This design comes from an exercise in tuning for small area and a short achievable clock period on the open sky130 flow, not from production work. At most, simulation tests tie the RTL to the original design; equivalence was not proved. Function not checked in run 2: the RTL went through the layout flow alone. Power is estimated from default activity; no workload was simulated. The flow treats the clock pin as an ideal source, which a real chip does not have.

## flow/design.v (module list and top-level ports; edited modules follow where they fit)
// module counter: 45 lines
// module coeff_rom: 525 lines
// module coeffs: 52 lines
// module delay_pipeline: 18 lines
// module compute: 232 lines
// module csa_fa: 9 lines
// module csa_ha: 8 lines
// module fir_filter: 68 lines
module fir_filter (
    input clk,
    input rst,
    input clk_enable,
    input [2:0] filter_sel,
    input  signed [15:0] filter_in,
    output signed [15:0] filter_out
);
  // ...
==> flow/flow/run.sh <==
#!/bin/bash
# Own layout flow: the standard layout (standard.sh: ORFS synthesis and
# place-and-route with the standard flow's config and constraints), with these changes:
#  - synthesis: synth_recipe.tcl with Yosys's quick ABC pass inside 'synth'
#    skipped (-noabc), so the adders reach extract_fa as written; registers and
#    their names are the same as the standard synthesis's,
#  - ABC maps the logic with flow/abc.script in place of ORFS's script,
#  - the port buffers that ORFS inserts are sky130_fd_sc_hd__buf_4,
#  - clock tree synthesis: clusters of up to 30 sinks within 90 um, clkbuf_16
#    buffers, no dummy loads,
#  - timing repair (ORFS's repair_timing after CTS and global routing) aims for
#    a setup slack of 9.5 ns against the design's 13.5 ns clock (the SDC is
#    unchanged), so it also mends paths slower than 4 ns.
# ORFS's scripts are copied into this folder and only the ABC scripts replaced.
# Every tool's output is in orfs/logs/ (one log per step) and flow_make.log.
set -euo pipefail
W="$(pwd)"
rm -rf "$W/scripts_own"
cp -r "$FLOW_HOME/scripts" "$W/scripts_own"
cp "$W/flow/abc.script" "$W/scripts_own/abc_area.script"
cp "$W/flow/abc.script" "$W/scripts_own/abc_speed.script"
sed 's/yosys synth -nofsm -noshare {\*}\$args/yosys synth -nofsm -noshare -noabc {*}$args/' \
  "$W/synth_recipe.tcl" > "$W/own_synth.tcl"
grep -q -- '-noabc' "$W/own_synth.tcl"
sed "s#synth_recipe\.tcl#own_synth.tcl#g" "$W/standard.sh" > "$W/own_standard.sh"
grep -q own_synth.tcl "$W/own_standard.sh"
export SCRIPTS_DIR="$W/scripts_own"
export SETUP_SLACK_MARGIN=9.5
export BUFFER_PORTS_ARGS="-buffer_cell sky130_fd_sc_hd__buf_4"
export CTS_ARGS="-sink_clustering_enable -repair_clock_nets -dont_use_dummy_load -sink_clustering_size 34 -sink_clustering_max_diameter 90 -buf_list sky130_fd_sc_hd__clkbuf_16"
bash "$W/own_standard.sh" > "$W/flow_make.log" 2>&1
==> flow/flow/abc.script <==
strash
dc2
dch -f
map
topo
stime -c
buffer -c
upsize -c
dnsize -c
==> flow/standard.sh <==
#!/bin/bash
# synth_recipe.tcl (not shown) runs the flow's synth.tcl, then flattens the netlist and writes it again
# the make line also repeats each setting of config.mk as NAME=value (left out here)
make -C /OpenROAD-flow-scripts/flow DESIGN_CONFIG=/design/flow/config.mk WORK_HOME=/design/flow/orfs CLKGATE_MAP_FILE= SYNTH_SCRIPT=/design/flow/synth_recipe.tcl "${@:-finish}"
==> flow/config.mk <==
export PLATFORM = sky130hd
export DESIGN_NAME = fir_filter
export DESIGN_NICKNAME = fir_filter
export VERILOG_FILES = /design/flow/design.v
export SDC_FILE = /design/flow/constraint.sdc
export NUM_CORES = 4
export LEC_CHECK = 0
export ABC_AREA = 1
export CAP_MARGIN = 20
export CORE_MARGIN = 2
export CORE_UTILIZATION = 60
export SLEW_MARGIN = 20
export SYNTH_MEMORY_MAX_BITS = 65536
==> flow/constraint.sdc <==
create_clock -name core_clock -period 13.5 [get_ports {clk}]
set_input_delay 2.7000 -clock core_clock [delete_from_list [all_inputs] [get_ports {clk}]]
set_output_delay 2.7000 -clock core_clock [all_outputs]
set_load 0.01 [all_outputs]
==> results.toml, run 1 <==
[outcome]
outcome = "timing/DRC/antenna clean"

[min_path]
min_to = "u_delay_pipeline.ring[4][0]$_DFF_P_"
whs_path_depth = 0

[finish]
antenna_cells = 1
final_cells = 3778
final_cell_area_um2 = 38810
seq_share_pct = 64.06
top_regs = "u_delay_pipeline.ring x1024, u_compute.acc_c x34, u_compute.acc_s x34"
syn_to_final_growth_pct = 6.357
largest_register = "u_delay_pipeline.ring"

[yosys]
yosysTopAreaCellShare_pct = 62.65
synth_top_family_by_area = "adder cells"
synth-main-ff-cell = "dfxtp_1"
yosysUniqueCellTypes = 61
synth-xor-area-share_pct = 3.528

[cts]
ctsResizeCount = 0
cts.clk_slew.worst_paths_ns = 0.11
clock-sinks = 1217
cts-buffers-inserted = 46

[place]
dp_hpwl_mm = 55.07
io_buffer_count = 37

[global_routing]
antenna_found_initial = 4
grt-ovfl-total = 0

[sta]
tightest_slew_ns = 1.112
finalCritPeriodShare_pct = 28.64
min_period_ns = 3.867
hold_slack_ns = 0.2855
rsz0062_at_grt = "false"
finalMaxSlewViolations = 0

[floorplanning]
n_tap_cell = 782

[critical_path]
cp-start-kind = "flop"
crit_buf_inv = 1
path_class = "reg2out"
cp_num_cells = 1
crit_slowest_cell = "dfrtp_1"

[power]
p_switching_mw = 3.981

[routing]
routed.top_layer = "met5"
==> module counter, before the edit <==
module counter (
    input clk,
    input rst,
    input clk_enable,
    output phase,
    output reg [4:0] tap,
    output reg upper,
    output [5:0] age,
    output reg phase_q,
    output reg [6:0] since,
    output reg [5:0] filled
);
  reg [5:0] tap_count;
  reg tap_zero;
  assign phase = clk_enable && tap_zero;
  assign age = upper ? ~{1'b0, tap} : {1'b0, tap};
  wire [5:0] tap_count_inc = tap_count + 6'd1;
  wire [6:0] since_inc = (since == 7'd127) ? since : since + 7'd1;
  wire [5:0] filled_inc = (filled == 6'd63) ? filled : filled + 6'd1;
  always @(posedge clk, posedge rst) begin
    if (rst) begin
      tap_count <= 6'd0;
      tap_zero  <= 1'b1;
      phase_q   <= 1'b0;
      since     <= 7'd127;
      filled    <= 6'd0;
    end else begin
      if (clk_enable) begin
        tap_count <= tap_count_inc;
        tap_zero  <= (tap_count == 6'd63);
      end
      phase_q   <= phase;
      since     <= phase_q ? 7'd1 : since_inc;
      if (phase_q) filled <= filled_inc;
    end
  end
  wire [4:0] tap_dec = upper ? ((tap == 5'd31) ? tap : tap + 5'd1) : ((tap == 5'd0) ? tap : tap - 5'd1);
  wire upper_dec = upper ? (tap != 5'd31) : (tap == 5'd0);
  always @(posedge clk) begin
    if (!phase) begin
      tap   <= tap_dec;
      upper <= upper_dec;
    end
  end
endmodule
==> module coeff_rom, before the edit <==
module coeff_rom (
    input  [2:0] filter_sel,
    input  mirror,
    input  [4:0] tap,
    output reg sign,
    output reg [12:0] magnitude
);
  always @(*) begin
    case ({filter_sel, mirror, tap})
      9'd0: {sign, magnitude} = {1'b1, 13'd10};
      9'd1: {sign, magnitude} = {1'b1, 13'd31};
      9'd2: {sign, magnitude} = {1'b1, 13'd53};
      9'd3: {sign, magnitude} = {1'b1, 13'd72};
      9'd4: {sign, magnitude} = {1'b1, 13'd87};
      9'd5: {sign, magnitude} = {1'b1, 13'd89};
      9'd6: {sign, magnitude} = {1'b1, 13'd73};
      9'd7: {sign, magnitude} = {1'b1, 13'd31};
      9'd8: {sign, magnitude} = {1'b0, 13'd38};
      9'd9: {sign, magnitude} = {1'b0, 13'd131};
      9'd10: {sign, magnitude} = {1'b0, 13'd235};
      9'd11: {sign, magnitude} = {1'b0, 13'd330};
      9'd12: {sign, magnitude} = {1'b0, 13'd391};
      9'd13: {sign, magnitude} = {1'b0, 13'd391};
      9'd14: {sign, magnitude} = {1'b0, 13'd306};
      9'd15: {sign, magnitude} = {1'b0, 13'd125};
      9'd16: {sign, magnitude} = {1'b1, 13'd145};
      9'd17: {sign, magnitude} = {1'b1, 13'd479};
      9'd18: {sign, magnitude} = {1'b1, 13'd827};
      9'd19: {sign, magnitude} = {1'b1, 13'd1127};
      9'd20: {sign, magnitude} = {1'b1, 13'd1301};
      9'd21: {sign, magnitude} = {1'b1, 13'd1275};
      9'd22: {sign, magnitude} = {1'b1, 13'd989};
      9'd23: {sign, magnitude} = {1'b1, 13'd405};
      9'd24: {sign, magnitude} = {1'b0, 13'd477};
      9'd25: {sign, magnitude} = {1'b0, 13'd1621};
      9'd26: {sign, magnitude} = {1'b0, 13'd2949};
      9'd27: {sign, magnitude} = {1'b0, 13'd4351};
      9'd28: {sign, magnitude} = {1'b0, 13'd5698};
      9'd29: {sign, magnitude} = {1'b0, 13'd6857};
      9'd30: {sign, magnitude} = {1'b0, 13'd7707};
      9'd31: {sign, magnitude} = {1'b0, 13'd8156};
      9'd32: {sign, magnitude} = {1'b1, 13'd10};
      9'd33: {sign, magnitude} = {1'b1, 13'd31};
      9'd34: {sign, magnitude} = {1'b1, 13'd53};
      9'd35: {sign, magnitude} = {1'b1, 13'd72};
      9'd36: {sign, magnitude} = {1'b1, 13'd87};
      9'd37: {sign, magnitude} = {1'b1, 13'd89};
      9'd38: {sign, magnitude} = {1'b1, 13'd73};
      9'd39: {sign, magnitude} = {1'b1, 13'd31};
      9'd40: {sign, magnitude} = {1'b0, 13'd38};
      9'd41: {sign, magnitude} = {1'b0, 13'd131};
      9'd42: {sign, magnitude} = {1'b0, 13'd235};
      9'd43: {sign, magnitude} = {1'b0, 13'd330};
      9'd44: {sign, magnitude} = {1'b0, 13'd391};
      9'd45: {sign, magnitude} = {1'b0, 13'd391};
      9'd46: {sign, magnitude} = {1'b0, 13'd306};
      9'd47: {sign, magnitude} = {1'b0, 13'd125};
      9'd48: {sign, magnitude} = {1'b1, 13'd145};
      9'd49: {sign, magnitude} = {1'b1, 13'd479};
      9'd50: {sign, magnitude} = {1'b1, 13'd827};
      9'd51: {sign, magnitude} = {1'b1, 13'd1127};
      9'd52: {sign, magnitude} = {1'b1, 13'd1301};
      9'd53: {sign, magnitude} = {1'b1, 13'd1275};
      9'd54: {sign, magnitude} = {1'b1, 13'd989};
      9'd55: {sign, magnitude} = {1'b1, 13'd405};
      9'd56: {sign, magnitude} = {1'b0, 13'd477};
      9'd57: {sign, magnitude} = {1'b0, 13'd1621};
      9'd58: {sign, magnitude} = {1'b0, 13'd2949};
      9'd59: {sign, magnitude} = {1'b0, 13'd4351};
      9'd60: {sign, magnitude} = {1'b0, 13'd5698};
      9'd61: {sign, magnitude} = {1'b0, 13'd6857};
      9'd62: {sign, magnitude} = {1'b0, 13'd7707};
      9'd63: {sign, magnitude} = {1'b0, 13'd8156};
      9'd64: {sign, magnitude} = {1'b1, 13'd10};
      9'd65: {sign, magnitude} = {1'b1, 13'd21};
      9'd66: {sign, magnitude} = {1'b1, 13'd6};
      9'd67: {sign, magnitude} = {1'b0, 13'd44};
      9'd68: {sign, magnitude} = {1'b0, 13'd120};
      9'd69: {sign, magnitude} = {1'b0, 13'd188};
      9'd70: {sign, magnitude} = {1'b0, 13'd194};
      9'd71: {sign, magnitude} = {1'b0, 13'd92};
      9'd72: {sign, magnitude} = {1'b1, 13'd112};
      9'd73: {sign, magnitude} = {1'b1, 13'd347};
      9'd74: {sign, magnitude} = {1'b1, 13'd495};
      9'd75: {sign, magnitude} = {1'b1, 13'd458};
      9'd76: {sign, magnitude} = {1'b1, 13'd238};
      9'd77: {sign, magnitude} = {1'b0, 13'd43};
      9'd78: {sign, magnitude} = {1'b0, 13'd202};
      9'd79: {sign, magnitude} = {1'b0, 13'd120};
      9'd80: {sign, magnitude} = {1'b1, 13'd139};
      9'd81: {sign, magnitude} = {1'b1, 13'd316};
      9'd82: {sign, magnitude} = {1'b1, 13'd92};
      9'd83: {sign, magnitude} = {1'b0, 13'd685};
      9'd84: {sign, magnitude} = {1'b0, 13'd1804};
      9'd85: {sign, magnitude} = {1'b0, 13'd2685};
      9'd86: {sign, magnitude} = {1'b0, 13'd2627};
      9'd87: {sign, magnitude} = {1'b0, 13'd1197};
      9'd88: {sign, magnitude} = {1'b1, 13'd1410};
      9'd89: {sign, magnitude} = {1'b1, 13'd4305};
      9'd90: {sign, magnitude} = {1'b1, 13'd6208};
      9'd91: {sign, magnitude} = {1'b1, 13'd6033};
      9'd92: {sign, magnitude} = {1'b1, 13'd3466};
      9'd93: {sign, magnitude} = {1'b0, 13'd760};
      9'd94: {sign, magnitude} = {1'b0, 13'd5096};
      9'd95: {sign, magnitude} = {1'b0, 13'd7822};
      9'd96: {sign, magnitude} = {1'b1, 13'd10};
      9'd97: {sign, magnitude} = {1'b1, 13'd21};
      9'd98: {sign, magnitude} = {1'b1, 13'd6};
      9'd99: {sign, magnitude} = {1'b0, 13'd44};
      9'd100: {sign, magnitude} = {1'b0, 13'd120};
      9'd101: {sign, magnitude} = {1'b0, 13'd188};
      9'd102: {sign, magnitude} = {1'b0, 13'd194};
      9'd103: {sign, magnitude} = {1'b0, 13'd92};
      9'd104: {sign, magnitude} = {1'b1, 13'd112};
      9'd105: {sign, magnitude} = {1'b1, 13'd347};
      9'd106: {sign, magnitude} = {1'b1, 13'd495};
      9'd107: {sign, magnitude} = {1'b1, 13'd458};
      9'd108: {sign, magnitude} = {1'b1, 13'd238};
      9'd109: {sign, magnitude} = {1'b0, 13'd43};
      9'd110: {sign, magnitude} = {1'b0, 13'd202};
      9'd111: {sign, magnitude} = {1'b0, 13'd120};
      9'd112: {sign, magnitude} = {1'b1, 13'd139};
      9'd113: {sign, magnitude} = {1'b1, 13'd316};
      9'd114: {sign, magnitude} = {1'b1, 13'd92};
      9'd115: {sign, magnitude} = {1'b0, 13'd685};
      9'd116: {sign, magnitude} = {1'b0, 13'd1804};
      9'd117: {sign, magnitude} = {1'b0, 13'd2685};
      9'd118: {sign, magnitude} = {1'b0, 13'd2627};
      9'd119: {sign, magnitude} = {1'b0, 13'd1197};
      9'd120: {sign, magnitude} = {1'b1, 13'd1410};
      9'd121: {sign, magnitude} = {1'b1, 13'd4305};
      9'd122: {sign, magnitude} = {1'b1, 13'd6208};
      9'd123: {sign, magnitude} = {1'b1, 13'd6033};
      9'd124: {sign, magnitude} = {1'b1, 13'd3466};
      9'd125: {sign, magnitude} = {1'b0, 13'd760};
      9'd126: {sign, magnitude} = {1'b0, 13'd5096};
      9'd127: {sign, magnitude} = {1'b0, 13'd7822};
      9'd128: {sign, magnitude} = {1'b1, 13'd9};
      9'd129: {sign, magnitude} = {1'b1, 13'd3};
      9'd130: {sign, magnitude} = {1'b0, 13'd46};
      9'd131: {sign, magnitude} = {1'b0, 13'd89};
      9'd132: {sign, magnitude} = {1'b0, 13'd40};
      9'd133: {sign, magnitude} = {1'b1, 13'd120};
      9'd134: {sign, magnitude} = {1'b1, 13'd249};
      9'd135: {sign, magnitude} = {1'b1, 13'd150};
      9'd136: {sign, magnitude} = {1'b0, 13'd182};
      9'd137: {sign, magnitude} = {1'b0, 13'd447};
      9'd138: {sign, magnitude} = {1'b0, 13'd315};
      9'd139: {sign, magnitude} = {1'b1, 13'd151};
      9'd140: {sign, magnitude} = {1'b1, 13'd483};
      9'd141: {sign, magnitude} = {1'b1, 13'd341};
      9'd142: {sign, magnitude} = {1'b0, 13'd31};
      9'd143: {sign, magnitude} = {1'b0, 13'd111};
      9'd144: {sign, magnitude} = {1'b1, 13'd128};
      9'd145: {sign, magnitude} = {1'b1, 13'd49};
      9'd146: {sign, magnitude} = {1'b0, 13'd723};
      9'd147: {sign, magnitude} = {1'b0, 13'd1391};
      9'd148: {sign, magnitude} = {1'b0, 13'd594};
      9'd149: {sign, magnitude} = {1'b1, 13'd1712};
      9'd150: {sign, magnitude} = {1'b1, 13'd3382};
      9'd151: {sign, magnitude} = {1'b1, 13'd1944};
      9'd152: {sign, magnitude} = {1'b0, 13'd2289};
      9'd153: {sign, magnitude} = {1'b0, 13'd5542};
      9'd154: {sign, magnitude} = {1'b0, 13'd3958};
      9'd155: {sign, magnitude} = {1'b1, 13'd1986};
      9'd156: {sign, magnitude} = {1'b1, 13'd7036};
      9'd157: {sign, magnitude} = {1'b1, 13'd5995};
      9'd158: {sign, magnitude} = {1'b0, 13'd787};
      9'd159: {sign, magnitude} = {1'b0, 13'd7209};
      9'd160: {sign, magnitude} = {1'b1, 13'd9};
      9'd161: {sign, magnitude} = {1'b1, 13'd3};
      9'd162: {sign, magnitude} = {1'b0, 13'd46};
      9'd163: {sign, magnitude} = {1'b0, 13'd89};
      9'd164: {sign, magnitude} = {1'b0, 13'd40};
      9'd165: {sign, magnitude} = {1'b1, 13'd120};
      9'd166: {sign, magnitude} = {1'b1, 13'd249};
      9'd167: {sign, magnitude} = {1'b1, 13'd150};
      9'd168: {sign, magnitude} = {1'b0, 13'd182};
      9'd169: {sign, magnitude} = {1'b0, 13'd447};
      9'd170: {sign, magnitude} = {1'b0, 13'd315};
      9'd171: {sign, magnitude} = {1'b1, 13'd151};
      9'd172: {sign, magnitude} = {1'b1, 13'd483};
      9'd173: {sign, magnitude} = {1'b1, 13'd341};
      9'd174: {sign, magnitude} = {1'b0, 13'd31};
      9'd175: {sign, magnitude} = {1'b0, 13'd111};
      9'd176: {sign, magnitude} = {1'b1, 13'd128};
      9'd177: {sign, magnitude} = {1'b1, 13'd49};
      9'd178: {sign, magnitude} = {1'b0, 13'd723};
      9'd179: {sign, magnitude} = {1'b0, 13'd1391};
      9'd180: {sign, magnitude} = {1'b0, 13'd594};
      9'd181: {sign, magnitude} = {1'b1, 13'd1712};
      9'd182: {sign, magnitude} = {1'b1, 13'd3382};
      9'd183: {sign, magnitude} = {1'b1, 13'd1944};
      9'd184: {sign, magnitude} = {1'b0, 13'd2289};
      9'd185: {sign, magnitude} = {1'b0, 13'd5542};
      9'd186: {sign, magnitude} = {1'b0, 13'd3958};
      9'd187: {sign, magnitude} = {1'b1, 13'd1986};
      9'd188: {sign, magnitude} = {1'b1, 13'd7036};
      9'd189: {sign, magnitude} = {1'b1, 13'd5995};
      9'd190: {sign, magnitude} = {1'b0, 13'd787};
      9'd191: {sign, magnitude} = {1'b0, 13'd7209};
      9'd192: {sign, magnitude} = {1'b1, 13'd8};
      9'd193: {sign, magnitude} = {1'b0, 13'd15};
      9'd194: {sign, magnitude} = {1'b0, 13'd57};
      9'd195: {sign, magnitude} = {1'b1, 13'd9};
      9'd196: {sign, magnitude} = {1'b1, 13'd136};
      9'd197: {sign, magnitude} = {1'b1, 13'd55};
      9'd198: {sign, magnitude} = {1'b0, 13'd221};
      9'd199: {sign, magnitude} = {1'b0, 13'd202};
      9'd200: {sign, magnitude} = {1'b1, 13'd245};
      9'd201: {sign, magnitude} = {1'b1, 13'd396};
      9'd202: {sign, magnitude} = {1'b0, 13'd144};
      9'd203: {sign, magnitude} = {1'b0, 13'd517};
      9'd204: {sign, magnitude} = {1'b0, 13'd49};
      9'd205: {sign, magnitude} = {1'b1, 13'd423};
      9'd206: {sign, magnitude} = {1'b1, 13'd150};
      9'd207: {sign, magnitude} = {1'b0, 13'd97};
      9'd208: {sign, magnitude} = {1'b1, 13'd112};
      9'd209: {sign, magnitude} = {1'b0, 13'd235};
      9'd210: {sign, magnitude} = {1'b0, 13'd896};
      9'd211: {sign, magnitude} = {1'b1, 13'd142};
      9'd212: {sign, magnitude} = {1'b1, 13'd2035};
      9'd213: {sign, magnitude} = {1'b1, 13'd783};
      9'd214: {sign, magnitude} = {1'b0, 13'd2997};
      9'd215: {sign, magnitude} = {1'b0, 13'd2617};
      9'd216: {sign, magnitude} = {1'b1, 13'd3081};
      9'd217: {sign, magnitude} = {1'b1, 13'd4912};
      9'd218: {sign, magnitude} = {1'b0, 13'd1811};
      9'd219: {sign, magnitude} = {1'b0, 13'd6808};
      9'd220: {sign, magnitude} = {1'b0, 13'd721};
      9'd221: {sign, magnitude} = {1'b1, 13'd7421};
      9'd222: {sign, magnitude} = {1'b1, 13'd3787};
      9'd223: {sign, magnitude} = {1'b0, 13'd6319};
      9'd224: {sign, magnitude} = {1'b1, 13'd8};
      9'd225: {sign, magnitude} = {1'b0, 13'd15};
      9'd226: {sign, magnitude} = {1'b0, 13'd57};
      9'd227: {sign, magnitude} = {1'b1, 13'd9};
      9'd228: {sign, magnitude} = {1'b1, 13'd136};
      9'd229: {sign, magnitude} = {1'b1, 13'd55};
      9'd230: {sign, magnitude} = {1'b0, 13'd221};
      9'd231: {sign, magnitude} = {1'b0, 13'd202};
      9'd232: {sign, magnitude} = {1'b1, 13'd245};
      9'd233: {sign, magnitude} = {1'b1, 13'd396};
      9'd234: {sign, magnitude} = {1'b0, 13'd144};
      9'd235: {sign, magnitude} = {1'b0, 13'd517};
      9'd236: {sign, magnitude} = {1'b0, 13'd49};
      9'd237: {sign, magnitude} = {1'b1, 13'd423};
      9'd238: {sign, magnitude} = {1'b1, 13'd150};
      9'd239: {sign, magnitude} = {1'b0, 13'd97};
      9'd240: {sign, magnitude} = {1'b1, 13'd112};
      9'd241: {sign, magnitude} = {1'b0, 13'd235};
      9'd242: {sign, magnitude} = {1'b0, 13'd896};
      9'd243: {sign, magnitude} = {1'b1, 13'd142};
      9'd244: {sign, magnitude} = {1'b1, 13'd2035};
      9'd245: {sign, magnitude} = {1'b1, 13'd783};
      9'd246: {sign, magnitude} = {1'b0, 13'd2997};
      9'd247: {sign, magnitude} = {1'b0, 13'd2617};
      9'd248: {sign, magnitude} = {1'b1, 13'd3081};
      9'd249: {sign, magnitude} = {1'b1, 13'd4912};
      9'd250: {sign, magnitude} = {1'b0, 13'd1811};
      9'd251: {sign, magnitude} = {1'b0, 13'd6808};
      9'd252: {sign, magnitude} = {1'b0, 13'd721};
      9'd253: {sign, magnitude} = {1'b1, 13'd7421};
      9'd254: {sign, magnitude} = {1'b1, 13'd3787};
      9'd255: {sign, magnitude} = {1'b0, 13'd6319};
      9'd256: {sign, magnitude} = {1'b1, 13'd7};
      9'd257: {sign, magnitude} = {1'b0, 13'd29};
      9'd258: {sign, magnitude} = {1'b0, 13'd17};
      9'd259: {sign, magnitude} = {1'b1, 13'd93};
      9'd260: {sign, magnitude} = {1'b0, 13'd13};
      9'd261: {sign, magnitude} = {1'b0, 13'd181};
      9'd262: {sign, magnitude} = {1'b1, 13'd118};
      9'd263: {sign, magnitude} = {1'b1, 13'd246};
      9'd264: {sign, magnitude} = {1'b0, 13'd299};
      9'd265: {sign, magnitude} = {1'b0, 13'd212};
      9'd266: {sign, magnitude} = {1'b1, 13'd476};
      9'd267: {sign, magnitude} = {1'b1, 13'd51};
      9'd268: {sign, magnitude} = {1'b0, 13'd502};
      9'd269: {sign, magnitude} = {1'b1, 13'd128};
      9'd270: {sign, magnitude} = {1'b1, 13'd281};
      9'd271: {sign, magnitude} = {1'b0, 13'd79};
      9'd272: {sign, magnitude} = {1'b1, 13'd92};
      9'd273: {sign, magnitude} = {1'b0, 13'd440};
      9'd274: {sign, magnitude} = {1'b0, 13'd272};
      9'd275: {sign, magnitude} = {1'b1, 13'd1447};
      9'd276: {sign, magnitude} = {1'b0, 13'd200};
      9'd277: {sign, magnitude} = {1'b0, 13'd2582};
      9'd278: {sign, magnitude} = {1'b1, 13'd1602};
      9'd279: {sign, magnitude} = {1'b1, 13'd3188};
      9'd280: {sign, magnitude} = {1'b0, 13'd3754};
      9'd281: {sign, magnitude} = {1'b0, 13'd2625};
      9'd282: {sign, magnitude} = {1'b1, 13'd5970};
      9'd283: {sign, magnitude} = {1'b1, 13'd670};
      9'd284: {sign, magnitude} = {1'b0, 13'd7317};
      9'd285: {sign, magnitude} = {1'b1, 13'd2251};
      9'd286: {sign, magnitude} = {1'b1, 13'd7084};
      9'd287: {sign, magnitude} = {1'b0, 13'd5186};
      9'd288: {sign, magnitude} = {1'b1, 13'd7};
      9'd289: {sign, magnitude} = {1'b0, 13'd29};
      9'd290: {sign, magnitude} = {1'b0, 13'd17};
      9'd291: {sign, magnitude} = {1'b1, 13'd93};
      9'd292: {sign, magnitude} = {1'b0, 13'd13};
      9'd293: {sign, magnitude} = {1'b0, 13'd181};
      9'd294: {sign, magnitude} = {1'b1, 13'd118};
      9'd295: {sign, magnitude} = {1'b1, 13'd246};
      9'd296: {sign, magnitude} = {1'b0, 13'd299};
      9'd297: {sign, magnitude} = {1'b0, 13'd212};
      9'd298: {sign, magnitude} = {1'b1, 13'd476};
      9'd299: {sign, magnitude} = {1'b1, 13'd51};
      9'd300: {sign, magnitude} = {1'b0, 13'd502};
      9'd301: {sign, magnitude} = {1'b1, 13'd128};
      9'd302: {sign, magnitude} = {1'b1, 13'd281};
      9'd303: {sign, magnitude} = {1'b0, 13'd79};
      9'd304: {sign, magnitude} = {1'b1, 13'd92};
      9'd305: {sign, magnitude} = {1'b0, 13'd440};
      9'd306: {sign, magnitude} = {1'b0, 13'd272};
      9'd307: {sign, magnitude} = {1'b1, 13'd1447};
      9'd308: {sign, magnitude} = {1'b0, 13'd200};
      9'd309: {sign, magnitude} = {1'b0, 13'd2582};
      9'd310: {sign, magnitude} = {1'b1, 13'd1602};
      9'd311: {sign, magnitude} = {1'b1, 13'd3188};
      9'd312: {sign, magnitude} = {1'b0, 13'd3754};
      9'd313: {sign, magnitude} = {1'b0, 13'd2625};
      9'd314: {sign, magnitude} = {1'b1, 13'd5970};
      9'd315: {sign, magnitude} = {1'b1, 13'd670};
      9'd316: {sign, magnitude} = {1'b0, 13'd7317};
      9'd317: {sign, magnitude} = {1'b1, 13'd2251};
      9'd318: {sign, magnitude} = {1'b1, 13'd7084};
      9'd319: {sign, magnitude} = {1'b0, 13'd5186};
      9'd320: {sign, magnitude} = {1'b1, 13'd5};
      9'd321: {sign, magnitude} = {1'b0, 13'd33};
      9'd322: {sign, magnitude} = {1'b1, 13'd38};
      9'd323: {sign, magnitude} = {1'b1, 13'd27};
      9'd324: {sign, magnitude} = {1'b0, 13'd130};
      9'd325: {sign, magnitude} = {1'b1, 13'd146};
      9'd326: {sign, magnitude} = {1'b1, 13'd25};
      9'd327: {sign, magnitude} = {1'b0, 13'd280};
      9'd328: {sign, magnitude} = {1'b1, 13'd341};
      9'd329: {sign, magnitude} = {1'b0, 13'd44};
      9'd330: {sign, magnitude} = {1'b0, 13'd384};
      9'd331: {sign, magnitude} = {1'b1, 13'd497};
      9'd332: {sign, magnitude} = {1'b0, 13'd147};
      9'd333: {sign, magnitude} = {1'b0, 13'd280};
      9'd334: {sign, magnitude} = {1'b1, 13'd317};
      9'd335: {sign, magnitude} = {1'b0, 13'd59};
      9'd336: {sign, magnitude} = {1'b1, 13'd69};
      9'd337: {sign, magnitude} = {1'b0, 13'd496};
      9'd338: {sign, magnitude} = {1'b1, 13'd594};
      9'd339: {sign, magnitude} = {1'b1, 13'd422};
      9'd340: {sign, magnitude} = {1'b0, 13'd1957};
      9'd341: {sign, magnitude} = {1'b1, 13'd2086};
      9'd342: {sign, magnitude} = {1'b1, 13'd333};
      9'd343: {sign, magnitude} = {1'b0, 13'd3638};
      9'd344: {sign, magnitude} = {1'b1, 13'd4283};
      9'd345: {sign, magnitude} = {1'b0, 13'd546};
      9'd346: {sign, magnitude} = {1'b0, 13'd4822};
      9'd347: {sign, magnitude} = {1'b1, 13'd6546};
      9'd348: {sign, magnitude} = {1'b0, 13'd2134};
      9'd349: {sign, magnitude} = {1'b0, 13'd4920};
      9'd350: {sign, magnitude} = {1'b1, 13'd7994};
      9'd351: {sign, magnitude} = {1'b0, 13'd3853};
      9'd352: {sign, magnitude} = {1'b1, 13'd5};
      9'd353: {sign, magnitude} = {1'b0, 13'd33};
      9'd354: {sign, magnitude} = {1'b1, 13'd38};
      9'd355: {sign, magnitude} = {1'b1, 13'd27};
      9'd356: {sign, magnitude} = {1'b0, 13'd130};
      9'd357: {sign, magnitude} = {1'b1, 13'd146};
      9'd358: {sign, magnitude} = {1'b1, 13'd25};
      9'd359: {sign, magnitude} = {1'b0, 13'd280};
      9'd360: {sign, magnitude} = {1'b1, 13'd341};
      9'd361: {sign, magnitude} = {1'b0, 13'd44};
      9'd362: {sign, magnitude} = {1'b0, 13'd384};
      9'd363: {sign, magnitude} = {1'b1, 13'd497};
      9'd364: {sign, magnitude} = {1'b0, 13'd147};
      9'd365: {sign, magnitude} = {1'b0, 13'd280};
      9'd366: {sign, magnitude} = {1'b1, 13'd317};
      9'd367: {sign, magnitude} = {1'b0, 13'd59};
      9'd368: {sign, magnitude} = {1'b1, 13'd69};
      9'd369: {sign, magnitude} = {1'b0, 13'd496};
      9'd370: {sign, magnitude} = {1'b1, 13'd594};
      9'd371: {sign, magnitude} = {1'b1, 13'd422};
      9'd372: {sign, magnitude} = {1'b0, 13'd1957};
      9'd373: {sign, magnitude} = {1'b1, 13'd2086};
      9'd374: {sign, magnitude} = {1'b1, 13'd333};
      9'd375: {sign, magnitude} = {1'b0, 13'd3638};
      9'd376: {sign, magnitude} = {1'b1, 13'd4283};
      9'd377: {sign, magnitude} = {1'b0, 13'd546};
      9'd378: {sign, magnitude} = {1'b0, 13'd4822};
      9'd379: {sign, magnitude} = {1'b1, 13'd6546};
      9'd380: {sign, magnitude} = {1'b0, 13'd2134};
      9'd381: {sign, magnitude} = {1'b0, 13'd4920};
      9'd382: {sign, magnitude} = {1'b1, 13'd7994};
      9'd383: {sign, magnitude} = {1'b0, 13'd3853};
      9'd384: {sign, magnitude} = {1'b1, 13'd3};
      9'd385: {sign, magnitude} = {1'b0, 13'd25};
      9'd386: {sign, magnitude} = {1'b1, 13'd59};
      9'd387: {sign, magnitude} = {1'b0, 13'd82};
      9'd388: {sign, magnitude} = {1'b1, 13'd64};
      9'd389: {sign, magnitude} = {1'b1, 13'd19};
      9'd390: {sign, magnitude} = {1'b0, 13'd159};
      9'd391: {sign, magnitude} = {1'b1, 13'd304};
      9'd392: {sign, magnitude} = {1'b0, 13'd370};
      9'd393: {sign, magnitude} = {1'b1, 13'd285};
      9'd394: {sign, magnitude} = {1'b0, 13'd49};
      9'd395: {sign, magnitude} = {1'b0, 13'd245};
      9'd396: {sign, magnitude} = {1'b1, 13'd445};
      9'd397: {sign, magnitude} = {1'b0, 13'd440};
      9'd398: {sign, magnitude} = {1'b1, 13'd246};
      9'd399: {sign, magnitude} = {1'b0, 13'd36};
      9'd400: {sign, magnitude} = {1'b1, 13'd42};
      9'd401: {sign, magnitude} = {1'b0, 13'd386};
      9'd402: {sign, magnitude} = {1'b1, 13'd931};
      9'd403: {sign, magnitude} = {1'b0, 13'd1282};
      9'd404: {sign, magnitude} = {1'b1, 13'd964};
      9'd405: {sign, magnitude} = {1'b1, 13'd264};
      9'd406: {sign, magnitude} = {1'b0, 13'd2156};
      9'd407: {sign, magnitude} = {1'b1, 13'd3947};
      9'd408: {sign, magnitude} = {1'b0, 13'd4647};
      9'd409: {sign, magnitude} = {1'b1, 13'd3533};
      9'd410: {sign, magnitude} = {1'b0, 13'd611};
      9'd411: {sign, magnitude} = {1'b0, 13'd3225};
      9'd412: {sign, magnitude} = {1'b1, 13'd6484};
      9'd413: {sign, magnitude} = {1'b0, 13'd7718};
      9'd414: {sign, magnitude} = {1'b1, 13'd6209};
      9'd415: {sign, magnitude} = {1'b0, 13'd2373};
      9'd416: {sign, magnitude} = {1'b1, 13'd3};
      9'd417: {sign, magnitude} = {1'b0, 13'd25};
      9'd418: {sign, magnitude} = {1'b1, 13'd59};
      9'd419: {sign, magnitude} = {1'b0, 13'd82};
      9'd420: {sign, magnitude} = {1'b1, 13'd64};
      9'd421: {sign, magnitude} = {1'b1, 13'd19};
      9'd422: {sign, magnitude} = {1'b0, 13'd159};
      9'd423: {sign, magnitude} = {1'b1, 13'd304};
      9'd424: {sign, magnitude} = {1'b0, 13'd370};
      9'd425: {sign, magnitude} = {1'b1, 13'd285};
      9'd426: {sign, magnitude} = {1'b0, 13'd49};
      9'd427: {sign, magnitude} = {1'b0, 13'd245};
      9'd428: {sign, magnitude} = {1'b1, 13'd445};
      9'd429: {sign, magnitude} = {1'b0, 13'd440};
      9'd430: {sign, magnitude} = {1'b1, 13'd246};
      9'd431: {sign, magnitude} = {1'b0, 13'd36};
      9'd432: {sign, magnitude} = {1'b1, 13'd42};
      9'd433: {sign, magnitude} = {1'b0, 13'd386};
      9'd434: {sign, magnitude} = {1'b1, 13'd931};
      9'd435: {sign, magnitude} = {1'b0, 13'd1282};
      9'd436: {sign, magnitude} = {1'b1, 13'd964};
      9'd437: {sign, magnitude} = {1'b1, 13'd264};
      9'd438: {sign, magnitude} = {1'b0, 13'd2156};
      9'd439: {sign, magnitude} = {1'b1, 13'd3947};
      9'd440: {sign, magnitude} = {1'b0, 13'd4647};
      9'd441: {sign, magnitude} = {1'b1, 13'd3533};
      9'd442: {sign, magnitude} = {1'b0, 13'd611};
      9'd443: {sign, magnitude} = {1'b0, 13'd3225};
      9'd444: {sign, magnitude} = {1'b1, 13'd6484};
      9'd445: {sign, magnitude} = {1'b0, 13'd7718};
      9'd446: {sign, magnitude} = {1'b1, 13'd6209};
      9'd447: {sign, magnitude} = {1'b0, 13'd2373};
      9'd448: {sign, magnitude} = {1'b0, 13'd10};
      9'd449: {sign, magnitude} = {1'b1, 13'd31};
      9'd450: {sign, magnitude} = {1'b0, 13'd52};
      9'd451: {sign, magnitude} = {1'b1, 13'd72};
      9'd452: {sign, magnitude} = {1'b0, 13'd86};
      9'd453: {sign, magnitude} = {1'b1, 13'd89};
      9'd454: {sign, magnitude} = {1'b0, 13'd73};
      9'd455: {sign, magnitude} = {1'b1, 13'd31};
      9'd456: {sign, magnitude} = {1'b1, 13'd38};
      9'd457: {sign, magnitude} = {1'b0, 13'd130};
      9'd458: {sign, magnitude} = {1'b1, 13'd234};
      9'd459: {sign, magnitude} = {1'b0, 13'd329};
      9'd460: {sign, magnitude} = {1'b1, 13'd390};
      9'd461: {sign, magnitude} = {1'b0, 13'd389};
      9'd462: {sign, magnitude} = {1'b1, 13'd305};
      9'd463: {sign, magnitude} = {1'b0, 13'd125};
      9'd464: {sign, magnitude} = {1'b0, 13'd145};
      9'd465: {sign, magnitude} = {1'b1, 13'd477};
      9'd466: {sign, magnitude} = {1'b0, 13'd825};
      9'd467: {sign, magnitude} = {1'b1, 13'd1124};
      9'd468: {sign, magnitude} = {1'b0, 13'd1297};
      9'd469: {sign, magnitude} = {1'b1, 13'd1272};
      9'd470: {sign, magnitude} = {1'b0, 13'd986};
      9'd471: {sign, magnitude} = {1'b1, 13'd404};
      9'd472: {sign, magnitude} = {1'b1, 13'd476};
      9'd473: {sign, magnitude} = {1'b0, 13'd1617};
      9'd474: {sign, magnitude} = {1'b1, 13'd2941};
      9'd475: {sign, magnitude} = {1'b0, 13'd4340};
      9'd476: {sign, magnitude} = {1'b1, 13'd5684};
      9'd477: {sign, magnitude} = {1'b0, 13'd6839};
      9'd478: {sign, magnitude} = {1'b1, 13'd7687};
      9'd479: {sign, magnitude} = {1'b0, 13'd8135};
      9'd480: {sign, magnitude} = {1'b1, 13'd10};
      9'd481: {sign, magnitude} = {1'b0, 13'd31};
      9'd482: {sign, magnitude} = {1'b1, 13'd52};
      9'd483: {sign, magnitude} = {1'b0, 13'd72};
      9'd484: {sign, magnitude} = {1'b1, 13'd86};
      9'd485: {sign, magnitude} = {1'b0, 13'd89};
      9'd486: {sign, magnitude} = {1'b1, 13'd73};
      9'd487: {sign, magnitude} = {1'b0, 13'd31};
      9'd488: {sign, magnitude} = {1'b0, 13'd38};
      9'd489: {sign, magnitude} = {1'b1, 13'd130};
      9'd490: {sign, magnitude} = {1'b0, 13'd234};
      9'd491: {sign, magnitude} = {1'b1, 13'd329};
      9'd492: {sign, magnitude} = {1'b0, 13'd390};
      9'd493: {sign, magnitude} = {1'b1, 13'd389};
      9'd494: {sign, magnitude} = {1'b0, 13'd305};
      9'd495: {sign, magnitude} = {1'b1, 13'd125};
      9'd496: {sign, magnitude} = {1'b1, 13'd145};
      9'd497: {sign, magnitude} = {1'b0, 13'd477};
      9'd498: {sign, magnitude} = {1'b1, 13'd825};
      9'd499: {sign, magnitude} = {1'b0, 13'd1124};
      9'd500: {sign, magnitude} = {1'b1, 13'd1297};
      9'd501: {sign, magnitude} = {1'b0, 13'd1272};
      9'd502: {sign, magnitude} = {1'b1, 13'd986};
      9'd503: {sign, magnitude} = {1'b0, 13'd404};
      9'd504: {sign, magnitude} = {1'b0, 13'd476};
      9'd505: {sign, magnitude} = {1'b1, 13'd1617};
      9'd506: {sign, magnitude} = {1'b0, 13'd2941};
      9'd507: {sign, magnitude} = {1'b1, 13'd4340};
      9'd508: {sign, magnitude} = {1'b0, 13'd5684};
      9'd509: {sign, magnitude} = {1'b1, 13'd6839};
      9'd510: {sign, magnitude} = {1'b0, 13'd7687};
      9'd511: {sign, magnitude} = {1'b1, 13'd8135};
      default: {sign, magnitude} = 14'd0;
    endcase
  end
endmodule
==> module coeffs, before the edit <==
module coeffs (
    input clk,
    input [2:0] filter_sel,
    input [5:0] age,
    input [4:0] tap,
    input upper,
    input phase_q,
    input [6:0] since,
    input [5:0] filled,
    output reg [6:0] neg_q,
    output reg [6:0] one_q,
    output reg [6:0] two_q,
    output reg win_q,
    output reg [2:0] sel_q
);
  wire rom_sign;
  wire [12:0] rom_magnitude;
  reg [4:0] tap_d;
  reg upper_d, use_d, win_d;
  coeff_rom u_coeff_rom (
      .filter_sel(sel_q),
      .mirror(upper_d && (sel_q == 3'd7)),
      .tap(tap_d),
      .sign(rom_sign),
      .magnitude(rom_magnitude)
  );
  wire win = phase_q || (since != 7'd0 && since <= 7'd63);
  wire age_ok = (age <= filled) && (filled != 6'd0 || phase_q);
  reg [12:0] magnitude_q;
  reg negative_q, use_q, win1;
  always @(posedge clk) begin
    sel_q <= filter_sel;
    tap_d <= tap;
    upper_d <= upper;
    win_d <= win;
    use_d <= (age_ok || phase_q && age == filled + 6'd1) && win;
    magnitude_q <= rom_magnitude;
    negative_q <= rom_sign;
    win1 <= win_d;
    use_q <= use_d;
  end
  wire [14:0] mx = {1'b0, use_q ? magnitude_q : 13'd0, 1'b0};
  integer j;
  always @(posedge clk) begin
    win_q <= win1;
    for (j = 0; j < 7; j = j + 1) begin
      neg_q[j] <= (mx[2*j+2] ^ negative_q) & win1;
      one_q[j] <= mx[2*j+1] ^ mx[2*j];
      two_q[j] <= (mx[2*j+2] & ~mx[2*j+1] & ~mx[2*j]) | (~mx[2*j+2] & mx[2*j+1] & mx[2*j]);
    end
  end
endmodule
==> module delay_pipeline, before the edit <==
module delay_pipeline (
    input clk,
    input phase,
    input [5:0] age,
    input signed [15:0] filter_in,
    output signed [15:0] sample_q
);
  reg signed [15:0] newest;
  reg signed [15:0] ring[0:63];
  integer i;
  wire signed [15:0] sample = (age[5:1] == 5'd0) ? newest : ring[0];
  assign sample_q = ring[61];
  always @(posedge clk) begin
    if (phase) newest <= filter_in;
    for (i = 0; i < 63; i = i + 1) ring[i] <= ring[i+1];
    ring[63] <= sample;
  end
endmodule
==> run 2, diff against run 1 <==
--- a/flow/design.v
+++ b/flow/design.v
@@ -20,45 +20,41 @@
   always @(posedge clk, posedge rst) begin
     if (rst) begin
       tap_count <= 6'd0;
       tap_zero  <= 1'b1;
       phase_q   <= 1'b0;
       since     <= 7'd127;
       filled    <= 6'd0;
     end else begin
-      if (clk_enable) begin
-        tap_count <= tap_count_inc;
-        tap_zero  <= (tap_count == 6'd63);
-      end
+      tap_count <= tap_count ^ ((tap_count ^ tap_count_inc) & {6{clk_enable}});
+      tap_zero  <= tap_zero ^ ((tap_zero ^ (tap_count == 6'd63)) & clk_enable);
       phase_q   <= phase;
       since     <= phase_q ? 7'd1 : since_inc;
       if (phase_q) filled <= filled_inc;
     end
   end
-  wire [4:0] tap_dec = upper ? ((tap == 5'd31) ? tap : tap + 5'd1) : ((tap == 5'd0) ? tap : tap - 5'd1);
-  wire upper_dec = upper ? (tap != 5'd31) : (tap == 5'd0);
+  wire [4:0] tap_dec = upper ? ((tap == 5'd31) ? tap : tap + 5'd1) : ((tap == 5'd1) ? 5'd0 : tap - 5'd1);
+  wire upper_dec = upper ? (tap != 5'd31) : (tap == 5'd1);
   always @(posedge clk) begin
-    if (!phase) begin
-      tap   <= tap_dec;
-      upper <= upper_dec;
-    end
+    tap   <= tap ^ ((tap ^ tap_dec) & {5{~phase}});
+    upper <= upper ^ ((upper ^ upper_dec) & ~phase);
   end
 endmodule
 module coeff_rom (
     input  [2:0] filter_sel,
     input  mirror,
     input  [4:0] tap,
     output reg sign,
     output reg [12:0] magnitude
 );
   always @(*) begin
     case ({filter_sel, mirror, tap})
       9'd0: {sign, magnitude} = {1'b1, 13'd10};
-      9'd1: {sign, magnitude} = {1'b1, 13'd31};
+      9'd1: {sign, magnitude} = {1'b1, 13'd41};
       9'd2: {sign, magnitude} = {1'b1, 13'd53};
       9'd3: {sign, magnitude} = {1'b1, 13'd72};
       9'd4: {sign, magnitude} = {1'b1, 13'd87};
       9'd5: {sign, magnitude} = {1'b1, 13'd89};
       9'd6: {sign, magnitude} = {1'b1, 13'd73};
       9'd7: {sign, magnitude} = {1'b1, 13'd31};
       9'd8: {sign, magnitude} = {1'b0, 13'd38};
       9'd9: {sign, magnitude} = {1'b0, 13'd131};
@@ -112,17 +108,17 @@
       9'd57: {sign, magnitude} = {1'b0, 13'd1621};
       9'd58: {sign, magnitude} = {1'b0, 13'd2949};
       9'd59: {sign, magnitude} = {1'b0, 13'd4351};
       9'd60: {sign, magnitude} = {1'b0, 13'd5698};
       9'd61: {sign, magnitude} = {1'b0, 13'd6857};
       9'd62: {sign, magnitude} = {1'b0, 13'd7707};
       9'd63: {sign, magnitude} = {1'b0, 13'd8156};
       9'd64: {sign, magnitude} = {1'b1, 13'd10};
-      9'd65: {sign, magnitude} = {1'b1, 13'd21};
+      9'd65: {sign, magnitude} = {1'b1, 13'd31};
       9'd66: {sign, magnitude} = {1'b1, 13'd6};
       9'd67: {sign, magnitude} = {1'b0, 13'd44};
       9'd68: {sign, magnitude} = {1'b0, 13'd120};
       9'd69: {sign, magnitude} = {1'b0, 13'd188};
       9'd70: {sign, magnitude} = {1'b0, 13'd194};
       9'd71: {sign, magnitude} = {1'b0, 13'd92};
       9'd72: {sign, magnitude} = {1'b1, 13'd112};
       9'd73: {sign, magnitude} = {1'b1, 13'd347};
@@ -176,17 +172,17 @@
       9'd121: {sign, magnitude} = {1'b1, 13'd4305};
       9'd122: {sign, magnitude} = {1'b1, 13'd6208};
       9'd123: {sign, magnitude} = {1'b1, 13'd6033};
       9'd124: {sign, magnitude} = {1'b1, 13'd3466};
       9'd125: {sign, magnitude} = {1'b0, 13'd760};
       9'd126: {sign, magnitude} = {1'b0, 13'd5096};
       9'd127: {sign, magnitude} = {1'b0, 13'd7822};
       9'd128: {sign, magnitude} = {1'b1, 13'd9};
-      9'd129: {sign, magnitude} = {1'b1, 13'd3};
+      9'd129: {sign, magnitude} = {1'b1, 13'd12};
       9'd130: {sign, magnitude} = {1'b0, 13'd46};
       9'd131: {sign, magnitude} = {1'b0, 13'd89};
       9'd132: {sign, magnitude} = {1'b0, 13'd40};
       9'd133: {sign, magnitude} = {1'b1, 13'd120};
       9'd134: {sign, magnitude} = {1'b1, 13'd249};
       9'd135: {sign, magnitude} = {1'b1, 13'd150};
       9'd136: {sign, magnitude} = {1'b0, 13'd182};
       9'd137: {sign, magnitude} = {1'b0, 13'd447};
@@ -240,17 +236,17 @@
       9'd185: {sign, magnitude} = {1'b0, 13'd5542};
       9'd186: {sign, magnitude} = {1'b0, 13'd3958};
       9'd187: {sign, magnitude} = {1'b1, 13'd1986};
       9'd188: {sign, magnitude} = {1'b1, 13'd7036};
       9'd189: {sign, magnitude} = {1'b1, 13'd5995};
       9'd190: {sign, magnitude} = {1'b0, 13'd787};
       9'd191: {sign, magnitude} = {1'b0, 13'd7209};
       9'd192: {sign, magnitude} = {1'b1, 13'd8};
-      9'd193: {sign, magnitude} = {1'b0, 13'd15};
+      9'd193: {sign, magnitude} = {1'b0, 13'd7};
       9'd194: {sign, magnitude} = {1'b0, 13'd57};
       9'd195: {sign, magnitude} = {1'b1, 13'd9};
       9'd196: {sign, magnitude} = {1'b1, 13'd136};
       9'd197: {sign, magnitude} = {1'b1, 13'd55};
       9'd198: {sign, magnitude} = {1'b0, 13'd221};
       9'd199: {sign, magnitude} = {1'b0, 13'd202};
       9'd200: {sign, magnitude} = {1'b1, 13'd245};
       9'd201: {sign, magnitude} = {1'b1, 13'd396};
@@ -304,17 +300,17 @@
       9'd249: {sign, magnitude} = {1'b1, 13'd4912};
       9'd250: {sign, magnitude} = {1'b0, 13'd1811};
       9'd251: {sign, magnitude} = {1'b0, 13'd6808};
       9'd252: {sign, magnitude} = {1'b0, 13'd721};
       9'd253: {sign, magnitude} = {1'b1, 13'd7421};
       9'd254: {sign, magnitude} = {1'b1, 13'd3787};
       9'd255: {sign, magnitude} = {1'b0, 13'd6319};
       9'd256: {sign, magnitude} = {1'b1, 13'd7};
-      9'd257: {sign, magnitude} = {1'b0, 13'd29};
+      9'd257: {sign, magnitude} = {1'b0, 13'd22};
       9'd258: {sign, magnitude} = {1'b0, 13'd17};
       9'd259: {sign, magnitude} = {1'b1, 13'd93};
       9'd260: {sign, magnitude} = {1'b0, 13'd13};
       9'd261: {sign, magnitude} = {1'b0, 13'd181};
       9'd262: {sign, magnitude} = {1'b1, 13'd118};
       9'd263: {sign, magnitude} = {1'b1, 13'd246};
       9'd264: {sign, magnitude} = {1'b0, 13'd299};
       9'd265: {sign, magnitude} = {1'b0, 13'd212};
@@ -368,17 +364,17 @@
       9'd313: {sign, magnitude} = {1'b0, 13'd2625};
       9'd314: {sign, magnitude} = {1'b1, 13'd5970};
       9'd315: {sign, magnitude} = {1'b1, 13'd670};
       9'd316: {sign, magnitude} = {1'b0, 13'd7317};
       9'd317: {sign, magnitude} = {1'b1, 13'd2251};
       9'd318: {sign, magnitude} = {1'b1, 13'd7084};
       9'd319: {sign, magnitude} = {1'b0, 13'd5186};
       9'd320: {sign, magnitude} = {1'b1, 13'd5};
-      9'd321: {sign, magnitude} = {1'b0, 13'd33};
+      9'd321: {sign, magnitude} = {1'b0, 13'd28};
       9'd322: {sign, magnitude} = {1'b1, 13'd38};
       9'd323: {sign, magnitude} = {1'b1, 13'd27};
       9'd324: {sign, magnitude} = {1'b0, 13'd130};
       9'd325: {sign, magnitude} = {1'b1, 13'd146};
       9'd326: {sign, magnitude} = {1'b1, 13'd25};
       9'd327: {sign, magnitude} = {1'b0, 13'd280};
       9'd328: {sign, magnitude} = {1'b1, 13'd341};
       9'd329: {sign, magnitude} = {1'b0, 13'd44};
@@ -432,17 +428,17 @@
       9'd377: {sign, magnitude} = {1'b0, 13'd546};
       9'd378: {sign, magnitude} = {1'b0, 13'd4822};
       9'd379: {sign, magnitude} = {1'b1, 13'd6546};
       9'd380: {sign, magnitude} = {1'b0, 13'd2134};
       9'd381: {sign, magnitude} = {1'b0, 13'd4920};
       9'd382: {sign, magnitude} = {1'b1, 13'd7994};
       9'd383: {sign, magnitude} = {1'b0, 13'd3853};
       9'd384: {sign, magnitude} = {1'b1, 13'd3};
-      9'd385: {sign, magnitude} = {1'b0, 13'd25};
+      9'd385: {sign, magnitude} = {1'b0, 13'd22};
       9'd386: {sign, magnitude} = {1'b1, 13'd59};
       9'd387: {sign, magnitude} = {1'b0, 13'd82};
       9'd388: {sign, magnitude} = {1'b1, 13'd64};
       9'd389: {sign, magnitude} = {1'b1, 13'd19};
       9'd390: {sign, magnitude} = {1'b0, 13'd159};
       9'd391: {sign, magnitude} = {1'b1, 13'd304};
       9'd392: {sign, magnitude} = {1'b0, 13'd370};
       9'd393: {sign, magnitude} = {1'b1, 13'd285};
@@ -495,18 +491,18 @@
       9'd440: {sign, magnitude} = {1'b0, 13'd4647};
       9'd441: {sign, magnitude} = {1'b1, 13'd3533};
       9'd442: {sign, magnitude} = {1'b0, 13'd611};
       9'd443: {sign, magnitude} = {1'b0, 13'd3225};
       9'd444: {sign, magnitude} = {1'b1, 13'd6484};
       9'd445: {sign, magnitude} = {1'b0, 13'd7718};
       9'd446: {sign, magnitude} = {1'b1, 13'd6209};
       9'd447: {sign, magnitude} = {1'b0, 13'd2373};
-      9'd448: {sign, magnitude} = {1'b0, 13'd10};
-      9'd449: {sign, magnitude} = {1'b1, 13'd31};
+      9'd448: {sign, magnitude} = {1'b1, 13'd10};
+      9'd449: {sign, magnitude} = {1'b1, 13'd21};
       9'd450: {sign, magnitude} = {1'b0, 13'd52};
       9'd451: {sign, magnitude} = {1'b1, 13'd72};
       9'd452: {sign, magnitude} = {1'b0, 13'd86};
       9'd453: {sign, magnitude} = {1'b1, 13'd89};
       9'd454: {sign, magnitude} = {1'b0, 13'd73};
       9'd455: {sign, magnitude} = {1'b1, 13'd31};
       9'd456: {sign, magnitude} = {1'b1, 13'd38};
       9'd457: {sign, magnitude} = {1'b0, 13'd130};
@@ -580,39 +576,33 @@
     output reg [6:0] neg_q,
     output reg [6:0] one_q,
     output reg [6:0] two_q,
     output reg win_q,
     output reg [2:0] sel_q
 );
   wire rom_sign;
   wire [12:0] rom_magnitude;
-  reg [4:0] tap_d;
-  reg upper_d, use_d, win_d;
   coeff_rom u_coeff_rom (
       .filter_sel(sel_q),
-      .mirror(upper_d && (sel_q == 3'd7)),
-      .tap(tap_d),
+      .mirror(upper),
+      .tap(tap),
       .sign(rom_sign),
       .magnitude(rom_magnitude)
   );
-  wire win = phase_q || (since != 7'd0 && since <= 7'd63);
-  wire age_ok = (age <= filled) && (filled != 6'd0 || phase_q);
+  wire win = phase_q || (since != 7'd0 && since <= 7'd62);
+  wire age_ok = (age <= filled);
   reg [12:0] magnitude_q;
   reg negative_q, use_q, win1;
   always @(posedge clk) begin
     sel_q <= filter_sel;
-    tap_d <= tap;
-    upper_d <= upper;
-    win_d <= win;
-    use_d <= (age_ok || phase_q && age == filled + 6'd1) && win;
     magnitude_q <= rom_magnitude;
     negative_q <= rom_sign;
-    win1 <= win_d;
-    use_q <= use_d;
+    win1 <= win;
+    use_q <= (age_ok || phase_q && age == filled + 6'd1) && win;
   end
   wire [14:0] mx = {1'b0, use_q ? magnitude_q : 13'd0, 1'b0};
   integer j;
   always @(posedge clk) begin
     win_q <= win1;
     for (j = 0; j < 7; j = j + 1) begin
       neg_q[j] <= (mx[2*j+2] ^ negative_q) & win1;
       one_q[j] <= mx[2*j+1] ^ mx[2*j];
@@ -623,24 +613,24 @@
 module delay_pipeline (
     input clk,
     input phase,
     input [5:0] age,
     input signed [15:0] filter_in,
     output signed [15:0] sample_q
 );
   reg signed [15:0] newest;
-  reg signed [15:0] ring[0:63];
+  reg signed [15:0] ring[0:62];
   integer i;
-  wire signed [15:0] sample = (age[5:1] == 5'd0) ? newest : ring[0];
+  wire signed [15:0] sample = (age == 6'd1) ? newest : ring[0];
   assign sample_q = ring[61];
   always @(posedge clk) begin
     if (phase) newest <= filter_in;
-    for (i = 0; i < 63; i = i + 1) ring[i] <= ring[i+1];
-    ring[63] <= sample;
+    for (i = 0; i < 62; i = i + 1) ring[i] <= ring[i+1];
+    ring[62] <= sample;
   end
 endmodule
 module compute (
     input clk,
     input rst,
     input phase,
     input [6:0] since,
     input [5:0] filled,
@@ -675,24 +665,24 @@
   assign pp5 = g_pp[5].r;
   assign pp6 = g_pp[6].r;
   reg [33:0] acc_s, acc_c;
   reg first;   
   reg signed [15:0] result;
   reg [33:0] init;
   always @(*) begin
     case (sel_q)
-      3'd0: init = 34'd5729550336;
-      3'd1: init = 34'd5729550336;
-      3'd2: init = 34'd5729550336;
-      3'd3: init = 34'd5729550336;
-      3'd4: init = 34'd5729550336;
-      3'd5: init = 34'd5729550336;
-      3'd6: init = 34'd5729550336;
-      3'd7: init = 34'd5729550336;
+      3'd0: init = 34'd6445330432;
+      3'd1: init = 34'd6445330432;
+      3'd2: init = 34'd6445330432;
+      3'd3: init = 34'd6445330432;
+      3'd4: init = 34'd6445330432;
+      3'd5: init = 34'd6445330432;
+      3'd6: init = 34'd6445330432;
+      3'd7: init = 34'd6445334528;
       default: init = 34'd0;
     endcase
   end
   wire [33:0] s_in = first ? init : acc_s;
   wire [33:0] c_in = first ? 34'd0 : acc_c;
   wire [307:0] t;
   csa_ha u0 (neg_q[3], c_in[6], t[0], t[1]);
   csa_ha u1 (c_in[7], s_in[7], t[2], t[3]);
@@ -853,24 +843,24 @@
   wire [33:0] acc = acc_s + acc_c;
   wire [17:0] acc_hi = acc[33:16];
   wire sat_pos = ~acc_hi[17] & acc_hi[16];
   wire sat_neg = acc_hi[17] & ~acc_hi[16];
   wire [15:0] acc_sat = sat_pos ? 16'h7fff : sat_neg ? 16'h8000 : acc_hi[15:0];
   always @(posedge clk) begin
     acc_s <= s_next;
     acc_c <= c_next;
-    first <= (since == 7'd2);
+    first <= (since == 7'd1);
   end
   always @(posedge clk, posedge rst) begin
     if (rst) begin
       result <= 16'sd0;
       filter_out <= 16'sd0;
     end else begin
-      if (first && filled[5:1] != 5'd0) result <= acc_sat;
+      if (first) result <= (filled[5:1] != 5'd0) ? acc_sat : 16'd0;
       if (phase) filter_out <= result;
     end
   end
 endmodule
 module csa_fa (
     input a,
     input b,
     input c,
==> flow/flow/run.sh (replaced) <==
#!/bin/bash
# Own layout flow: the standard layout (standard.sh: ORFS synthesis and
# place-and-route with the standard flow's config and constraints), with these changes:
#  - synthesis: synth_recipe.tcl with Yosys's quick ABC pass inside 'synth'
#    skipped (-noabc), so the adders reach extract_fa as written; registers and
#    their names are the same as the standard synthesis's,
#  - ABC maps the logic with flow/abc.script in place of ORFS's script,
#  - the port buffers that ORFS inserts are sky130_fd_sc_hd__buf_4,
#  - clock tree synthesis: clusters of up to 26 sinks within 70 um, clkbuf_16
#    buffers, no dummy loads.
# ORFS's scripts are copied into this folder and only the ABC scripts replaced.
# Every tool's output is in orfs/logs/ (one log per step) and flow_make.log.
set -euo pipefail
W="$(pwd)"
rm -rf "$W/scripts_own"
cp -r "$FLOW_HOME/scripts" "$W/scripts_own"
cp "$W/flow/abc.script" "$W/scripts_own/abc_area.script"
cp "$W/flow/abc.script" "$W/scripts_own/abc_speed.script"
sed 's/yosys synth -nofsm -noshare {\*}\$args/yosys synth -nofsm -noshare -noabc {*}$args/' \
  "$W/synth_recipe.tcl" > "$W/own_synth.tcl"
grep -q -- '-noabc' "$W/own_synth.tcl"
sed "s#synth_recipe\.tcl#own_synth.tcl#g" "$W/standard.sh" > "$W/own_standard.sh"
grep -q own_synth.tcl "$W/own_standard.sh"
export SCRIPTS_DIR="$W/scripts_own"
export BUFFER_PORTS_ARGS="-buffer_cell sky130_fd_sc_hd__buf_4"
export CTS_ARGS="-sink_clustering_enable -repair_clock_nets -dont_use_dummy_load -sink_clustering_size 26 -sink_clustering_max_diameter 70 -buf_list sky130_fd_sc_hd__clkbuf_16"
bash "$W/own_standard.sh" > "$W/flow_make.log" 2>&1
--- a/flow/config.mk
+++ b/flow/config.mk
@@ -4,10 +4,11 @@
 export VERILOG_FILES = /design/flow/design.v
 export SDC_FILE = /design/flow/constraint.sdc
 export NUM_CORES = 4
 export LEC_CHECK = 0
 export ABC_AREA = 1
 export CAP_MARGIN = 20
 export CORE_MARGIN = 2
 export CORE_UTILIZATION = 60
+export SETUP_SLACK_MARGIN = 0.2
 export SLEW_MARGIN = 20
 export SYNTH_MEMORY_MAX_BITS = 65536
==> run 2 against run 1 <==
  * Still clean on timing, DRC and antenna
  * Clock-buffer cell count grew 12
  * Synthesized cell count up 1.9%
  * Worst setup slack lost 0.31 ns
  * Utilization up 0.31 points
  * Flip-flop and latch count decreased by 22
  * Die area shrank 0.46%
  * Global-route usage rose by 3.8 points
  * Non-clock buffer count unchanged
  * Maximum frequency decreased by 7.4%
  * First-iteration DRC count grew 33%
==> results.toml, run 2 <==
[outcome]
outcome = "timing/DRC/antenna clean"

[power]
p_switching_mw = 4.542
leakage_nw = 16.30
ir_drop_mv = 0.2379
p_sw_share_pct = 40.43
p_per_area_nw_per_um2 = 288.6
p_seq_share_pct = 37.6
p_int_mw = 6.693
combPwrFrac_pct = 46.5
pwr-share-clk_pct = 15.9

[floorplanning]
die_w_um = 250.0
ios = 38
initial_core_util_pct = 60.41
die_height_um = 250.0
core_um2 = 60130
rows = 90
die-area_um2 = 62520

[global_routing]
grt_util_all_layers_pct = 30.01
antenna_found_initial = 3
grt_max_degree = 79
grt-ovfl-total = 0
grt_pass1_vias = 22825
grt_first_pass_wirelength_mm = 141.5

[place]
dp_hpwl_mm = 60.68
routabilityCongestion = 1.016
pre_cts_ws_ns = 9.148
io_buffer_count = 37
place_inst = 3781

[sta]
hold_viol = 0
fin_ws_ns = 9.326
slew_headroom_pct = 24.56
finalCritPeriodShare_pct = 30.92
min_period_ns = 4.174
setup_tns_ns = 0
setup_viol = 0
finalMaxSlewViolations = 0
tightest_slew_ns = 1.130
rsz0062_at_grt = "false"
fmax_mhz = 239.6
skew_ns = 0.06954

[routing]
viasPerCell = 5.692
num_vias = 21859
drc_errors = 0
wl_per_cell_um = 24.33
routed_wl_mm = 93.43
drt.antenna.violating_nets = 0
firstDrtPassIters = 7
drt_iter0_markers = 2224

[min_path]
min_path_type = "reg2reg"
whs_path_depth = 0

[cts]
cts_hold_buffers = 0
post-cts-setup-buffers = 0
cts-buffers-inserted = 58
clock-sinks = 1195
insertion_delay_ns = 0.64
htreeDepth = 2
cts_buffer_depth = 3
cts-root-buf = "clkbuf_16"
cts.clk_slew.worst_paths_ns = 0.09
ctsResizeCount = 0
cts_tree = "yes"

[yosys]
synth-seq-area-share_pct = 67.06
syn_area_um2 = 36320
ys_ff_latch = 1195
avgSynthCellArea_um2 = 11.98
synth_edf_count = 16
yosysMostFrequentCell = "dfxtp_1"
synth-main-ff-cell = "dfxtp_1"
synth_area_leaders = "dfxtp_1, fa_1, dfrtp_1, nor2_1, xor2_1"
synth_area_leader_cell = "dfxtp_1"
yosysUniqueCellTypes = 57
ys_top_cells_by_count = "dfxtp_1, nor2_1, inv_1"
async_flop_share_pct = 4.435
synth_cells = 3031
yosys_warnings = 6
yosysTopAreaCellShare_pct = 62.06
syn-num-nets = 3258

[finish]
largest_register = "u_delay_pipeline.ring"
syn_to_final_growth_pct = 7.158
nNetsFinal = 3287
final_cells = 3840
antenna_cells = 0
final_cell_mix = "dfxtp_1, nor2_1, inv_1, nand2_1, fa_1"
largest_reg_flops = 1008
top_regs = "u_delay_pipeline.ring x1008, u_compute.acc_c x34, u_compute.acc_s x34"
drive_gt1_share_pct = 5.755
final_common_cell = "dfxtp_1"

[critical_path]
critPathCaptureType = "flop"
required_ns = 13.96
r2r_cells = 21
crit_arrival_ns = 4.63
cp-start-kind = "flop"
path_class = "reg2reg"
crit_fanout = 9

[flow_run]
max_cap_violations = 0
run 2: final timing paths:
kind,from,endpoint,slack (ns)
worst max-delay path,u_compute.acc_c[1]$_DFF_P_,u_compute.result[5]$_DFFE_PP0P_,9.33
worst min register to register,u_delay_pipeline.ring[58][5]$_DFF_P_,u_delay_pipeline.ring[57][5]$_DFF_P_,0.29
max in group asynchronous,rst,u_compute.filter_out[9]$_DFFE_PP0P_,10.65
worst min-delay path,u_delay_pipeline.ring[58][5]$_DFF_P_,u_delay_pipeline.ring[57][5]$_DFF_P_,0.29
min in group asynchronous,rst,u_counter.filled[3]$_DFFE_PP0P_,2.26
worst max register to register,u_compute.acc_c[1]$_DFF_P_,u_compute.result[5]$_DFFE_PP0P_,9.33
run 2: logic make-up after synthesis:
family / share of synthesized area, %
DFF: 67.06
and+or+nand+nor: 7.068
AOI/OAI and AO/OA: 8.884
xor gates and xnor gates: 3.448
buffers and inverters: 3.772
adders and majority gates: 9.769
run 2: routing by layer:
| metal | GRT usage (%) | wire length, um | up-vias |
|---|---|---|---|
| met2 | 47.75 | 42780 | 979 |
| met4 | 15.28 | 5367 | 2 |
| met5 | 0 | 11 | - |
| li1 | - | - | 9886 |
| met1 | 39.61 | 38950 | 10686 |
| met3 | 5.507 | 6319 | 306 |
run 2: worst max-delay path, cell delays in order (launching register included):
cell and delay [ns]:
dfxtp_1 0.32, ha_1 0.28, a31oi_1 0.19, o21bai_1 0.09, a21oi_1 0.16, o21bai_1 0.12, a21oi_1 0.27, o21bai_1 0.20
a21oi_2 0.25, o211ai_2 0.12, nand3_2 0.10, a21oi_1 0.08, o21ai_0 0.32, a211oi_1 0.14, o21bai_1 0.19, a21oi_1 0.11
o21bai_1 0.14, a21oi_1 0.12, o21bai_1 0.23, nand2_4 0.16, a31oi_1 0.31, o22ai_2 0.12
run 2: final cells by class:
cell class              count  area (um2)
clock buffers              58        1451
well taps                 782       978.4
inverters                 264       992.2
repair buffers             70       533.0
multi-input cells        1471       10610
fillers                  4295       21210
flip-flops and latches   1195       24360
run 2: power by group through the flow:
stage | Sequential (mW) | Clock [mW] | Combinational, mW
6_report | 4.23 | 1.79 | 5.22
5_1_grt | 4.26 | 1.94 | 5.74
4_1_cts | 4.23 | 1.82 | 5.12
3_5_place_dp | 4.30 | 0 | 4.96
3_3_place_gp | 4.29 | 0 | 4.78
2_1_floorplan | 4.16 | 0 | 3.47
run 2: stage by stage:
stage               cell area, um2  power (mW)  util (%)  hold WS [ns]
finish                       38920       11.24     64.73        0.2855
CTS                          38910       11.17     64.70        0.2847
global route                 38920       11.94     64.73        0.2874
detailed placement           37460       9.261     62.29        0.3121
floorplan                    36320       7.633         -        0.3096
global placement             37460       9.062     62.29        0.3098

==> separate check: timing with driven ports <==
No port has a modelled driver above. Below, the same layouts with a new extraction and two added sets of constraints.
Step 1 sets driving cells, clkbuf_16 on the clock port and buf_2 on the other inputs (assumed; they add their load-dependent delay and slew).
Step 2, shift: input delay + t, output delay - t, t = (earliest + latest rising clock arrival at the registers) / 2. This alone moves slack from input paths to output paths.
Three values: no drivers, after step 1, after step 2; two values: the first two.
| run | t, ns | setup slack, ns | worst setup path after step 2 |
|---|---|---|---|
| run 1 | 0.636 | 9.633 / 9.570 / 9.236 | input to register |
| run 2 | 0.660 | 9.326 / 9.326 / 9.133 | input to register |
After both steps every run listed still meets setup and hold. For run 1, which loses most, drivers alone change the setup slack by -0.063 ns; drivers and shift together by -0.397 ns.
